From an optimization exercise on the open Yosys and OpenROAD flow, aimed at small area and a short achievable clock period; shortcuts taken in it are not production practice. In this exercise RTL edits were held to simulation tests only and were not proved equivalent to the original.

==> flow/design.v <==
module rc_add #(parameter W = 8) (
  input  [W-1:0] a,
  input  [W-1:0] b,
  input          ci,
  output [W-1:0] s,
  output         co
);
  wire [W:0] c;
  assign c[0] = ci;
  genvar i;
  generate
    for (i = 0; i < W; i = i + 1) begin : bc
      assign s[i]   = a[i] ^ b[i] ^ c[i];
      assign c[i+1] = (a[i] & b[i]) | (c[i] & (a[i] ^ b[i]));
    end
  endgenerate
  assign co = c[W];
endmodule
module fp_add (
  input  [15:0] x,
  input  [15:0] y,
  input         ys,
  output [19:0] add_pre,
  output [19:0] fma_pre,
  output        mag_gt,     
  output        mag_eq      
);
  wire [5:0] e1 = x[14:9];
  wire [5:0] e2 = y[14:9];
  wire [8:0] m1 = x[8:0];
  wire [8:0] m2 = y[8:0];
  wire       s1 = x[15];
  wire       s2 = ys;
  wire [5:0] u;
  wire       gt;
  rc_add #(6) u_ediff (.a(e1), .b(~e2), .ci(1'b0), .s(u), .co(gt));
  wire       eqe = &u;
  wire       m_lt, m_eq;
  wire [8:0] mdif;
  wire       mge;
  rc_add #(9) u_mcmp (.a(m1), .b(~m2), .ci(1'b1), .s(mdif), .co(mge));
  assign m_lt = ~mge;
  assign m_eq = (m1 == m2);
  assign mag_gt = gt | (eqe & mge & ~m_eq);
  assign mag_eq = eqe & m_eq;
  wire       z    = (e1 == 6'd0) | (e2 == 6'd0);
  wire       same = (s1 == s2);
  wire       xbig = gt | (eqe & mge & ~z);
  wire [5:0] lexp = gt ? e1 : e2;
  wire [8:0] bigm = xbig ? m1 : m2;
  wire [9:0] smlp = gt ? {2'b01, m2[8:1]} : {1'b1, (xbig ? m2 : m1)};
  wire [5:0] amt  = gt ? u : ~u;
  wire       far  = (amt[5:4] != 2'b00) | (amt[3] & (amt[2] | amt[1]));
  wire [9:0] sh1  = amt[0] ? {1'b0, smlp[9:1]} : smlp;
  wire [9:0] sh2  = amt[1] ? {2'b0, sh1[9:2]} : sh1;
  wire [9:0] sh4  = amt[2] ? {4'b0, sh2[9:4]} : sh2;
  wire [9:0] sh8  = amt[3] ? {8'b0, sh4[9:8]} : sh4;
  wire [9:0] smlsh = (z | far) ? 10'd0 : sh8;
  wire       dosub = ~same & ~z;
  wire [9:0] sum_l;
  wire       sum_c;
  rc_add #(10) u_add (.a({1'b1, bigm}), .b(smlsh ^ {10{dosub}}), .ci(dosub), .s(sum_l), .co(sum_c));
  wire       sum10 = sum_c & ~dosub;
  wire [10:0] sum = {sum10, sum_l};
  reg [3:0] lsh;
  always @(*) begin
    casez (sum[9:0])
      10'b1?????????: lsh = 4'd0;
      10'b01????????: lsh = 4'd1;
      10'b001???????: lsh = 4'd2;
      10'b0001??????: lsh = 4'd3;
      10'b00001?????: lsh = 4'd4;
      10'b000001????: lsh = 4'd5;
      10'b0000001???: lsh = 4'd6;
      10'b00000001??: lsh = 4'd7;
      10'b000000001?: lsh = 4'd8;
      10'b0000000001: lsh = 4'd9;
      default:        lsh = 4'd0;
    endcase
  end
  wire [3:0] lshe = sum10 ? 4'd0 : lsh;
  wire [9:0] n0 = sum10 ? sum[10:1] : sum[9:0];
  wire [9:0] n1 = lshe[0] ? {n0[8:0], 1'b0} : n0;
  wire [9:0] n2 = lshe[1] ? {n1[7:0], 2'b0} : n1;
  wire [9:0] n3 = lshe[2] ? {n2[5:0], 4'b0} : n2;
  wire [9:0] nrm = lshe[3] ? {n3[1:0], 8'b0} : n3;
  wire [5:0] fexp;
  wire       fexp_c;
  rc_add #(6) u_fexp (.a(lexp), .b(sum10 ? 6'd0 : ~{2'b0, lsh}), .ci(1'b1), .s(fexp), .co(fexp_c));
  wire sgn = same ? s1 : (eqe & m_eq) ? 1'b0 : (gt | (eqe & mge)) ? s1 : s2;
  wire add_inf  = (&x) | (&y);
  wire add_zero = ~(|x) & ~(|y);
  assign add_pre = add_inf ? 20'h0FFFF : add_zero ? 20'h0 : {sgn, fexp, 1'b0, nrm, 2'b00};
  wire ovf = (lexp == 6'd63) & sum10;
  wire unf = (lexp >= 6'd1) & (lexp <= 6'd8) & ~sum10 & ({2'b0, lsh} > lexp);
  wire [15:0] f16 = ovf ? (sgn ? 16'hFDFE : 16'h7DFE)
                  : unf ? (sgn ? 16'h8201 : 16'h0201)
                  : add_inf ? 16'hFFFF : add_zero ? 16'h0000 : {sgn, fexp, nrm[6:0], 2'b00};
  assign fma_pre = {4'b0, f16};
endmodule
module fp_mul (
  input  [15:0] a,
  input  [15:0] b,
  output [19:0] mul_pre,    
  output [15:0] fprod       
);
  wire [9:0] ma = {1'b1, a[8:0]};
  wire [9:0] mb = {1'b1, b[8:0]};
  wire       s  = a[15] ^ b[15];
  wire [6:0] esum = {1'b0, a[14:9]} + {1'b0, b[14:9]};
  wire [9:0]  acc [0:9];
  wire [9:0]  cy;
  wire [19:0] p;
  assign acc[0] = ma & {10{mb[0]}};
  assign cy[0]  = 1'b0;
  assign p[0]   = acc[0][0];
  genvar j, k;
  generate
    for (j = 1; j < 10; j = j + 1) begin : row
      wire [9:0]  x = {cy[j-1], acc[j-1][9:1]};
      wire [9:0]  y = ma & {10{mb[j]}};
      wire [10:0] c;
      assign c[0] = 1'b0;
      for (k = 0; k < 10; k = k + 1) begin : bc
        assign acc[j][k] = x[k] ^ y[k] ^ c[k];
        assign c[k+1]    = (x[k] & y[k]) | (c[k] & (x[k] ^ y[k]));
      end
      assign cy[j] = c[10];
      assign p[j]  = acc[j][0];
    end
  endgenerate
  assign p[19:10] = {cy[9], acc[9][9:1]};
  wire [5:0]  e_temp = esum[5:0] - 6'd31;
  wire [5:0]  exp = e_temp + {5'b0, p[19]};
  wire [12:0] mant = p[19] ? p[18:6] : p[17:5];
  reg        spec;
  reg [15:0] kc;
  always @(*) begin
    spec = 1'b1;
    if (esum <= 7'd31)                       kc = 16'h0000;
    else if (esum > 7'd94)                   kc = s ? 16'hFDFE : 16'h7DFE;
    else if (esum == 7'd94)                  kc = 16'hFFFF;
    else if (a == 16'hFFFF || b == 16'hFFFF) kc = 16'hFFFF;
    else if (a == 16'h0000 || b == 16'h0000) kc = 16'h0000;
    else begin spec = 1'b0; kc = 16'h0000; end
  end
  assign mul_pre = spec ? {4'b0, kc} : {s, exp, mant};
  assign fprod   = spec ? kc : {s, exp, mant[12:4]};
endmodule
module fp_div (
  input  [15:0] a,
  input  [15:0] b,
  output reg [19:0] pre,
  output reg [4:0]  flags     
);
  wire [9:0] ma = {1'b1, a[8:0]};
  wire [9:0] mb = {1'b1, b[8:0]};
  wire s = a[15] ^ b[15];
  wire az = (a[14:0] == 15'd0);
  wire bz = (b[14:0] == 15'd0);
  wire ainf = (a[14:0] == 15'h7FFF);
  wire binf = (b[14:0] == 15'h7FFF);
  wire [15:3] q;
  wire [9:0]  r [3:15];
  wire [10:0] d15 = {1'b0, ma} - {1'b0, mb};
  assign q[15] = ~d15[10];
  assign r[15] = q[15] ? d15[9:0] : ma;
  genvar i;
  generate
    for (i = 14; i >= 3; i = i - 1) begin : row
      wire [10:0] t = {r[i+1], 1'b0};
      wire [11:0] dif = {1'b0, t} - {2'b0, mb};
      assign q[i] = ~dif[11];
      assign r[i] = q[i] ? dif[9:0] : t[9:0];
    end
  endgenerate
  wire st_hi = ({r[4], 2'b00} >= {2'b00, mb});
  wire st_lo = ({r[3], 2'b00} >= {2'b00, mb});
  wire nz4   = ({r[4], 4'b0000} >= {4'b0000, mb});
  wire [5:0]  e_temp = a[14:9] - b[14:9] + 6'd31;
  wire [5:0]  exp  = e_temp + {5'b0, q[15]};
  wire [12:0] mant = q[15] ? {q[14:4], st_hi, 1'b0} : {q[13:3], st_lo, 1'b0};
  always @(*) begin
    flags = 5'b0;
    if (bz & az)        begin pre = {s, 15'h7FFF, 4'b0}; flags[4] = 1'b1; end
    else if (bz)        begin pre = {s, 15'h7FFF, 4'b0}; flags[0] = 1'b1; end
    else if (ainf)      begin pre = {s, 15'h7FFF, 4'b0}; flags[4] = binf; end
    else if (binf | az) begin pre = {s, 19'b0}; end
    else                begin pre = {s, exp, mant}; flags[3] = nz4; end
  end
endmodule
module sub_w #(parameter W = 4, parameter FAST = 1) (input [W-1:0] a, input [W-1:0] b, input ci, output [W-1:0] d, output ok);
  generate if (FAST) begin : f
    wire [W:0] t = {1'b0, a} + {1'b0, ~b} + {{W{1'b0}}, ci};
    assign d = t[W-1:0];
    assign ok = t[W];
  end else begin : r
    wire [W:0] c;
    wire [W-1:0] nb = ~b;
    assign c[0] = ci;
    genvar i;
    for (i = 0; i < W; i = i + 1) begin : bc
      assign d[i] = a[i] ^ nb[i] ^ c[i];
      assign c[i+1] = (a[i] & nb[i]) | (c[i] & (a[i] ^ nb[i]));
    end
    assign ok = c[W];
  end endgenerate
endmodule
module sq_core #(parameter FASTMASK = 13'h1F00) (input [9:0] i, output [13:0] o);
  wire odd = i[9];
  wire [8:0] m = i[8:0];
  wire [1:0] pr [0:12];
  assign pr[12] = odd ? m[8:7] : m[7:6];
  assign pr[11] = odd ? m[6:5] : m[5:4];
  assign pr[10] = odd ? m[4:3] : m[3:2];
  assign pr[9]  = odd ? m[2:1] : m[1:0];
  assign pr[8]  = {odd & m[0], 1'b0};
  wire [13:0] rt;
  assign rt[13] = 1'b1;
  wire [15:0] rem [0:13];
  assign rem[13] = {14'd0, ~odd & m[8], ~odd & ~m[8]};
  genvar k;
  generate
    for (k = 12; k >= 0; k = k - 1) begin : row
      localparam NB = 13 - k;           
      wire [NB-1:0] root = rt[13 -: NB];
      wire [NB:0]   rp = rem[k+1][NB:0];
      if (k >= 8) begin : d
        wire [NB+2:0] rin = {rp, pr[k]};
        wire [NB+2:0] dif;
        wire q;
        sub_w #(NB+3, FASTMASK[k]) s(.a(rin), .b({1'b0, root, 2'b01}), .ci(1'b1), .d(dif), .ok(q));
        assign rt[k] = q;
        wire [NB+1:0] nr = q ? dif[NB+1:0] : rin[NB+1:0];
        assign rem[k] = {{(16-NB-2){1'b0}}, nr};
      end else begin : z
        wire [NB:0] dif;
        wire q;
        sub_w #(NB+1, FASTMASK[k]) s(.a(rp), .b({1'b0, root}), .ci(1'b0), .d(dif), .ok(q));
        assign rt[k] = q;
        wire [NB+1:0] nr = q ? {dif[NB-1:0], 2'b11} : {rp, 2'b00};
        assign rem[k] = {{(16-NB-2){1'b0}}, nr};
      end
    end
  endgenerate
  assign o = {rt[0] | (rem[1] != 16'd0), rt[12:0]};
endmodule
module fp_sqrt (
  input  [15:0] a,
  output reg [19:0] pre,
  output reg [4:0]  flags     
);
  wire [5:0]  e = a[14:9];
  wire [13:0] sq;
  sq_core u_core (.i({e[0], a[8:0]}), .o(sq));
  wire [6:0] eo = ({1'b0, e} + 7'd31) >> 1;
  always @(*) begin
    flags = 5'b0;
    if (a == 16'h0000)      pre = 20'h00000;
    else if (a[15])         begin pre = 20'hFFFFF; flags[4] = 1'b1; end
    else if (e == 6'd0)     begin pre = 20'h00000; flags[1] = 1'b1; end
    else if (e == 6'd63)    pre = {a, 4'b0};
    else                    begin pre = {1'b0, eo[5:0], sq[12:0]}; flags[3] = sq[13]; end
  end
endmodule
module fp_sign (
  input  [15:0] a,
  input  [15:0] b,
  input  [1:0]  op,
  output [15:0] out
);
  wire neg = (op == 2'b10);
  wire sgn = (op == 2'b11) ? a[15] : (op == 2'b00) ? ~a[15] : (op == 2'b01) ? (a[15] ^ b[15]) : ~a[15];
  assign out = {sgn, neg ? a[14:0] : b[14:0]};
endmodule
module fp_cmp (
  input         sa,
  input         sb,
  input         mgt,
  input         meq,
  input  [1:0]  op,
  output [15:0] out
);
  wire eq  = (sa == sb) & meq;
  wire gt  = (sa != sb) ? ~sa : (~meq & (mgt ^ sa));
  wire lt  = ~eq & ~gt;
  wire r = (op == 2'b11) ? lt : (op == 2'b00) ? eq : gt;
  assign out = {16{r}};
endmodule
module fp_i2f (
  input  [31:0] in_int,
  output [15:0] out
);
  wire sign = in_int[31];
  wire [31:0] low;    
  wire [31:0] ab;
  assign low[0] = 1'b0;
  genvar i;
  generate
    for (i = 1; i < 32; i = i + 1) begin : lo
      assign low[i] = low[i-1] | in_int[i-1];
    end
  endgenerate
  assign ab = in_int ^ ({32{sign}} & low);
  wire s4 = ~|ab[31:16];
  wire [31:0] n1 = s4 ? {ab[15:0], 16'd0} : ab;
  wire s3 = ~|n1[31:24];
  wire [31:0] n2 = s3 ? {n1[23:0], 8'd0} : n1;
  wire s2 = ~|n2[31:28];
  wire [31:0] n3 = s2 ? {n2[27:0], 4'd0} : n2;
  wire s1 = ~|n3[31:30];
  wire [31:0] n4 = s1 ? {n3[29:0], 2'd0} : n3;
  wire s0 = ~n4[31];
  wire [31:0] n5 = s0 ? {n4[30:0], 1'd0} : n4;
  wire [5:0] ex = 6'd62 - {1'b0, s4, s3, s2, s1, s0};
  assign out = ab[31] ? 16'hFF00 : {sign, ex, n5[30:22]};
endmodule
module fp_f2i (
  input  [15:0] a,
  output hi31,    
  output hi,      
  output lo       
);
  wire ez = (a[14:9] == 6'd0);
  wire pinf = (a[14:9] == 6'd63) & ~a[15];
  assign hi31 = ~ez & ~pinf;
  assign hi = pinf;
  assign lo = pinf;
endmodule
module fp_round (
  input  [19:0] in1,
  input         rn,
  output [15:0] out
);
  wire g = in1[3];
  wire r = in1[2];
  wire s = in1[1] | in1[0];
  wire inc = rn & g & (~(r ^ s) | in1[4]);
  assign out = {in1[19], in1[18:4] + {14'b0, inc}};
endmodule
module dlfloat16_fpu (
  input             clk,
  input             rst_n,
  input      [3:0]  op,
  input      [2:0]  rm,
  input      [31:0] op1,
  input      [15:0] op2,
  input      [15:0] op3,
  output     [31:0] result,
  output            invalid,
  output            inexact,
  output            overflow,
  output            underflow,
  output            div_by_zero
);
  localparam OP_ADD   = 4'd0;
  localparam OP_SUB   = 4'd1;
  localparam OP_MUL   = 4'd2;
  localparam OP_DIV   = 4'd3;
  localparam OP_SQRT  = 4'd4;
  localparam OP_FMA   = 4'd5;
  localparam OP_FMS   = 4'd6;
  localparam OP_SGNJ  = 4'd7;
  localparam OP_SGNJN = 4'd8;
  localparam OP_SGNJX = 4'd9;
  localparam OP_NEG   = 4'd10;
  localparam OP_FLT   = 4'd11;
  localparam OP_FEQ   = 4'd12;
  localparam OP_FGT   = 4'd13;
  localparam OP_F2I   = 4'd14;
  localparam OP_I2F   = 4'd15;
  reg [3:0]  q_op;
  reg        q_rn;
  reg [15:0] q_a, q_b, q_c;
  always @(posedge clk) begin
    q_op <= op;
    q_rn <= (rm == 3'd0);
    q_a  <= op1[15:0];
    q_b  <= op2;
    q_c  <= op[3] ? op1[31:16] : op3;    
  end
  wire [15:0] res_lo;
  wire        nx_31, nx_hi;
  wire [4:0]  flags;
  fpu_comb u_comb (.q_op(q_op), .q_rn(q_rn), .q_a(q_a), .q_b(q_b), .q_c(q_c),
                   .res_lo(res_lo), .nx_31(nx_31), .nx_hi(nx_hi), .flags(flags));
  reg [15:0] r_lo;
  reg        r_31, r_hi;
  reg        r_inv, r_inx, r_unf, r_dbz;
  always @(posedge clk) begin
    if (!rst_n) begin
      r_lo <= 16'b0; r_31 <= 1'b0; r_hi <= 1'b0;
      r_inv <= 1'b0; r_inx <= 1'b0; r_unf <= 1'b0; r_dbz <= 1'b0;
    end else begin
      r_lo  <= res_lo;
      r_31  <= nx_31;
      r_hi  <= nx_hi;
      r_inv <= flags[4];
      r_inx <= flags[3];
      r_unf <= flags[1];
      r_dbz <= flags[0];
    end
  end
  assign result      = {r_31, {15{r_hi}}, r_lo};
  assign invalid     = r_inv;
  assign inexact     = r_inx;
  assign overflow    = 1'b0;    
  assign underflow   = r_unf;
  assign div_by_zero = r_dbz;
endmodule
module fpu_comb (
  input  [3:0]  q_op,
  input         q_rn,
  input  [15:0] q_a,
  input  [15:0] q_b,
  input  [15:0] q_c,
  output [15:0] res_lo,
  output        nx_31,
  output        nx_hi,
  output [4:0]  flags
);
  localparam OP_ADD   = 4'd0;
  localparam OP_SUB   = 4'd1;
  localparam OP_MUL   = 4'd2;
  localparam OP_DIV   = 4'd3;
  localparam OP_SQRT  = 4'd4;
  localparam OP_FMA   = 4'd5;
  localparam OP_FMS   = 4'd6;
  localparam OP_SGNJ  = 4'd7;
  localparam OP_SGNJN = 4'd8;
  localparam OP_SGNJX = 4'd9;
  localparam OP_NEG   = 4'd10;
  localparam OP_FLT   = 4'd11;
  localparam OP_FEQ   = 4'd12;
  localparam OP_FGT   = 4'd13;
  localparam OP_F2I   = 4'd14;
  localparam OP_I2F   = 4'd15;
  wire is_sub  = (q_op == OP_SUB);
  wire is_fma  = (q_op == OP_FMA) | (q_op == OP_FMS);
  wire is_fms  = (q_op == OP_FMS);
  wire [19:0] mul_pre;
  wire [15:0] fprod;
  fp_mul u_mul (.a(q_a), .b(q_b), .mul_pre(mul_pre), .fprod(fprod));
  wire [15:0] addend = {q_c[15] ^ is_fms, q_c[14:0]};
  wire [15:0] ax = is_fma ? fprod  : q_a;
  wire [15:0] ay = is_fma ? addend : q_b;
  wire        ys = is_fma ? addend[15] : (q_b[15] ^ is_sub);
  wire [19:0] add_pre, fma_pre;
  wire mag_gt, mag_eq;
  fp_add u_add (.x(ax), .y(ay), .ys(ys), .add_pre(add_pre), .fma_pre(fma_pre), .mag_gt(mag_gt), .mag_eq(mag_eq));
  wire [19:0] div_pre, sqrt_pre;
  wire [4:0]  div_flags, sqrt_flags;
  fp_div  u_div  (.a(q_a), .b(q_b), .pre(div_pre), .flags(div_flags));
  fp_sqrt u_sqrt (.a(q_a), .pre(sqrt_pre), .flags(sqrt_flags));
  reg [19:0] to_round;
  always @(*) begin
    case (q_op)
      OP_ADD, OP_SUB: to_round = add_pre;
      OP_MUL:         to_round = mul_pre;
      OP_DIV:         to_round = div_pre;
      OP_SQRT:        to_round = sqrt_pre;
      default:        to_round = fma_pre;
    endcase
  end
  wire [15:0] rounded;
  fp_round u_round (.in1(to_round), .rn(q_rn), .out(rounded));
  wire [15:0] sgn_out;
  fp_sign u_sign (.a(q_a), .b(q_b), .op(q_op[1:0]), .out(sgn_out));
  wire [15:0] cmp_out;
  fp_cmp u_cmp (.sa(q_a[15]), .sb(q_b[15]), .mgt(mag_gt), .meq(mag_eq), .op(q_op[1:0]), .out(cmp_out));
  wire [15:0] i2f_out;
  fp_i2f u_i2f (.in_int({q_c, q_a}), .out(i2f_out));
  wire f2i_hi31, f2i_hi, f2i_lo;
  fp_f2i u_f2i (.a(q_a), .hi31(f2i_hi31), .hi(f2i_hi), .lo(f2i_lo));
  reg [15:0] res_lo_r;
  always @(*) begin
    case (q_op)
      OP_SGNJ, OP_SGNJN, OP_SGNJX, OP_NEG: res_lo_r = sgn_out;
      OP_FLT, OP_FEQ, OP_FGT:              res_lo_r = cmp_out;
      OP_F2I:                              res_lo_r = {16{f2i_lo}};
      OP_I2F:                              res_lo_r = i2f_out;
      default:                             res_lo_r = rounded;
    endcase
  end
  wire is_f2i  = (q_op == OP_F2I);
  wire is_div  = (q_op == OP_DIV);
  wire is_sqrt = (q_op == OP_SQRT);
  assign flags = is_div ? div_flags : is_sqrt ? sqrt_flags : 5'b0;
  assign res_lo = res_lo_r;
  assign nx_31 = is_f2i & f2i_hi31;
  assign nx_hi = is_f2i & f2i_hi;
endmodule
==> flow/flow/run.sh <==
#!/bin/bash
# Own flow: the standard layout (standard.sh, all steps) with these changes:
#  - synthesis keeps the large units (SYNTH_HIERARCHICAL 1, SYNTH_MINIMUM_KEEP_SIZE 1000)
#    until ABC has mapped them, then flattens as synth_recipe.tcl does;
#  - ABC maps the divider (module fp_div, the critical path) with flow/fast.abc (delay
#    target 24 ns) and every
#    other module with flow/area.abc, an area-oriented script, instead of ORFS's script;
#  - no full-adder extraction before ABC (ADDER_MAP_FILE empty), so ABC maps the adders;
#  - port buffers are sky130_fd_sc_hd__buf_1 (BUFFER_PORTS_ARGS) instead of the default.
# Registers, floorplan, placement, CTS and routing are the standard flow's own.
set -euo pipefail
W="$(cd "$(dirname "${BASH_SOURCE[0]}")/.." && pwd)"
cd "$W"
{
  head -n 1 synth_recipe.tcl
  cat <<TCL
proc abc {args} {
  set i [lsearch \$args -script]
  set fast \$args
  lset fast [expr {\$i + 1}] {$W/flow/fast.abc}
  set area \$args
  lset area [expr {\$i + 1}] {$W/flow/area.abc}
  yosys tee -o {$W/abc_modules.log} ls
  if {[catch { yosys abc {*}\$fast fp_div } err]} { puts "abc fp_div: \$err" }
  foreach m {dlfloat16_fpu fpu_comb fp_sqrt sq_core fp_mul fp_add fp_i2f fp_round fp_sign fp_cmp fp_f2i} {
    if {[catch { yosys abc {*}\$area \$m } err]} { puts "abc \$m: \$err" }
  }
}
TCL
  tail -n +2 synth_recipe.tcl
} > own_synth.tcl
sed -e "s#SYNTH_SCRIPT=[^ ]*#SYNTH_SCRIPT=$W/own_synth.tcl SYNTH_HIERARCHICAL=1 SYNTH_MINIMUM_KEEP_SIZE=1000 ADDER_MAP_FILE= BUFFER_PORTS_ARGS='-buffer_cell sky130_fd_sc_hd__buf_1'#" standard.sh > own_standard.sh
grep -q "SYNTH_SCRIPT=$W/own_synth.tcl" own_standard.sh
bash own_standard.sh > own_flow.log 2>&1
==> flow/flow/area.abc <==
strash
&get -n
&deepsyn -T 20
&put
dch -f
amap
topo
stime -c
dnsize -c
==> flow/flow/fast.abc <==
strash
&get -n
&deepsyn -T 20
&put
dch -f
map -D 24000
topo
stime -c
dnsize -c
==> flow/standard.sh <==
#!/bin/bash
# synth_recipe.tcl (not shown) runs the flow's synth.tcl, then flattens the netlist and writes it again
# the make line also repeats each setting of config.mk as NAME=value (left out here)
make -C /OpenROAD-flow-scripts/flow DESIGN_CONFIG=/design/flow/config.mk WORK_HOME=/design/flow/orfs CLKGATE_MAP_FILE= SYNTH_SCRIPT=/design/flow/synth_recipe.tcl "${@:-finish}"
==> flow/config.mk <==
export PLATFORM = sky130hd
export DESIGN_NAME = dlfloat16_fpu
export DESIGN_NICKNAME = dlfloat16_fpu
export VERILOG_FILES = /design/flow/design.v
export SDC_FILE = /design/flow/constraint.sdc
export NUM_CORES = 4
export LEC_CHECK = 0
export CAP_MARGIN = 20
export CORE_MARGIN = 2
export CORE_UTILIZATION = 60
export SLEW_MARGIN = 20
==> flow/constraint.sdc <==
create_clock -name core_clock -period 200.0 [get_ports {clk}]
set_input_delay 40.0000 -clock core_clock [delete_from_list [all_inputs] [get_ports {clk}]]
set_output_delay 40.0000 -clock core_clock [all_outputs]
set_load 0.01 [all_outputs]
==> impl_metrics.csv <==
group,metric,value,unit
setup_path,rr_startpoint,"q_b[3]$_DFF_P_",
sta,fin_tns_setup,0,ns
yosys,syn_inst,2872,
route,first_iter_violations,2786,
route,drt-total-wl,61700,um
cts,postCtsResizedCells,0,
global_routing,track_usage,43.0,%
sta,relSlewSlack,26.7,%
outcome,outcome,"timing/DRC/antenna clean",
min_path,min_to,"r_hi$_SDFF_PN0_",
global_routing,grt_overflow,0,
flow_run,drv_cap,0,
cts,htreeDepth,3,
setup_path,r2r_slack,160.97,ns
min_path,worstHoldPathType,"flop to flop",
setup_path,r2r-end,"r_lo[0]$_SDFF_PN0_",
cts,postCtsHoldBufs,0,
sta,drv_slew,0,
setup_path,cp.arrival,41.45,ns
die,initial_core_util,61.0,%
cells_and_area,finalNetCount,3069,
setup_path,cpMaxStageDelayCell,"clkinv_1",
min_path,min_path_cells,3,
sta,tightest_slew,1.10,ns
route,via_count,21900,
setup_path,path_cells,"buf_1, clkinv_1, o22a_1",
cts,path_clk_slew,0.07,ns
setup_path,required,200.24,ns
cts,root_buffer,"clkbuf_16",
cts,cts_sinks,75,
setup_path,cp-start-kind,"input pin",
sta,setup-violations-final,0,
setup_path,crit_type,"input pin to flop",
cells_and_area,area_delta_synth_final,7.22,%
yosys,yosys_warnings,21,
die,dieWidth,167,um
sta,post-route-period-util,20.6,%
die,die_area,27800,um^2
sta,rsz0062_at_grt,"false",
die,core_area,26100,um^2
sta,hold_viol,0,
die,std_cell_rows,59,
place,detailed_place_hpwl,46700,um
route,wl_per_cell,18.5,um
cts,cts_tree,"built",
route,viasPerCell,6.56,
cells_and_area,final_cell_count_no_fill,3337,
cts,post_cts_buffers,0,
cts,insertion_delay,0.37,ns
cts,numCtsBuffers,9,
global_routing,grt_start_max_net_pins,33,
route,firstDrtPassIters,6,
die,pin_count,110,
sta,fmax,24.3,MHz
cells_and_area,drive_gt1_share,2.13,%
die,die_h,167,um
global_routing,grt_pass1_vias,19200,
sta,fin_skew,0.0180,ns
cts,clockBufferDepth,2,
place,place.gp.congestion,1.18,
yosys,synth.avg_cell_area,5.53,um^2
yosys,synthesis.area,15900,um^2
place,portBuffers,108,
global_routing,antenna_found_initial,3,
setup_path,worstPathMaxFanout,18,
setup_path,endpoint_kind,"flop",
sta,fin_crit,41.21,ns
route,final_antenna_net_count,0,
global_routing,grt_pass1_wl,98000,um
min_path,min_from,"q_op[2]$_DFF_P_",
cells_and_area,fillerInstances,2571,
setup_path,r2r_cells,242,
setup_path,critPathMaxStageDelay,0.59,ns
route,drc_errors,0,
place,dp_cells,3320,
[flip-flops by register name, indices dropped and copies added (netlist names)]
register  count
r_hi          1
q_b          16
r_lo         16
r_dbz         1
q_op          4
q_a          16
r_inv         1
r_31          1
q_rn          1
r_unf         1
r_inx         1
q_c          16
[how the worst max path moves through the flow]
stage | end | from | depth (start not counted)
CTS | q_c[11]$_DFF_P_ | op[3] | 3
floorplan | result[16] | r_hi$_SDFF_PN0_ | 1
global route | r_lo[0]$_SDFF_PN0_ | q_b[3]$_DFF_P_ | 242
finish | q_c[11]$_DFF_P_ | op[3] | 3
global placement | q_c[11]$_DFF_P_ | op[3] | 3
detailed placement | q_c[9]$_DFF_P_ | op[3] | 3
[per-layer routing]
metal / global-route usage (%) / part of all wire, % / vias up
met5: 0 / 0.044 / -
met4: 25.3 / 6.9 / 4
met3: 10.0 / 12 / 330
met1: 53.3 / 38 / 9595
li1: - / - / 10600
met2: 68.3 / 43 / 1369
[layout by cell type (no fill, tap or decap), types with 48 or more instances in the layout]
master / n
a21oi_1: 302
buf_1: 108
clkinv_1: 256
dfxtp_1: 75
nand2_1: 447
nand3b_1: 56
nor2_1: 568
nor2b_1: 52
nor3_1: 64
o21a_1: 48
o21ai_0: 327
o22ai_1: 143
xnor2_1: 68
xor2_1: 49
[cell type report]
class | instances | area (um^2) | share of cell area, %
diodes | 1 | 2.50 | 0.0147
clock buffers | 11 | 233 | 1.37
clock inverters | 5 | 40.0 | 0.235
inverters | 256 | 961 | 5.64
multi-input cells | 2519 | 13300 | 77.9
flip-flops and latches | 75 | 1500 | 8.82
well taps | 335 | 419 | 2.46
repair buffers | 135 | 608 | 3.57
[critical path: cells and delay by family]
| family | cells | cell delay [ns] |
|---|---|---|
| compound gates | 1 | 0.32 |
| buf+inv | 2 | 1.12 |
[through the flow]
stage	setup slack [ns]	hold slack [ns]	util [%]	instance area, um^2
after detailed placement	158.40	0.714	64.3	16800
after global routing	155.59	0.741	65.4	17000
final	158.79	0.736	65.4	17000
after floorplan	159.30	0.615	-	15900
after CTS	158.76	0.724	65.3	17000
after global placement	158.58	0.726	64.3	16800

==> port drivers added, routing unchanged <==
How much do the figures lean on ideal ports? The routed layout below was timed once more, with nothing changed but the port constraints.
Step 1 assumes that a clkbuf_16 drives the clock port and a buf_2 every other input.
Step 2 also shifts input and output timing later by t, the mid clock arrival at the registers, as if the neighbouring blocks saw the same clock.
a / b / c = no drivers / after step 1 / after step 2; a / b = the first two.
t (ns): 0.412
setup WS [ns]: 158.794 / 158.820 / 158.408
pins driven straight from the clock port: 1
After both steps this run still meets setup and hold. For this run, drivers alone change the setup slack by +0.026 ns; drivers and shift together by -0.386 ns.
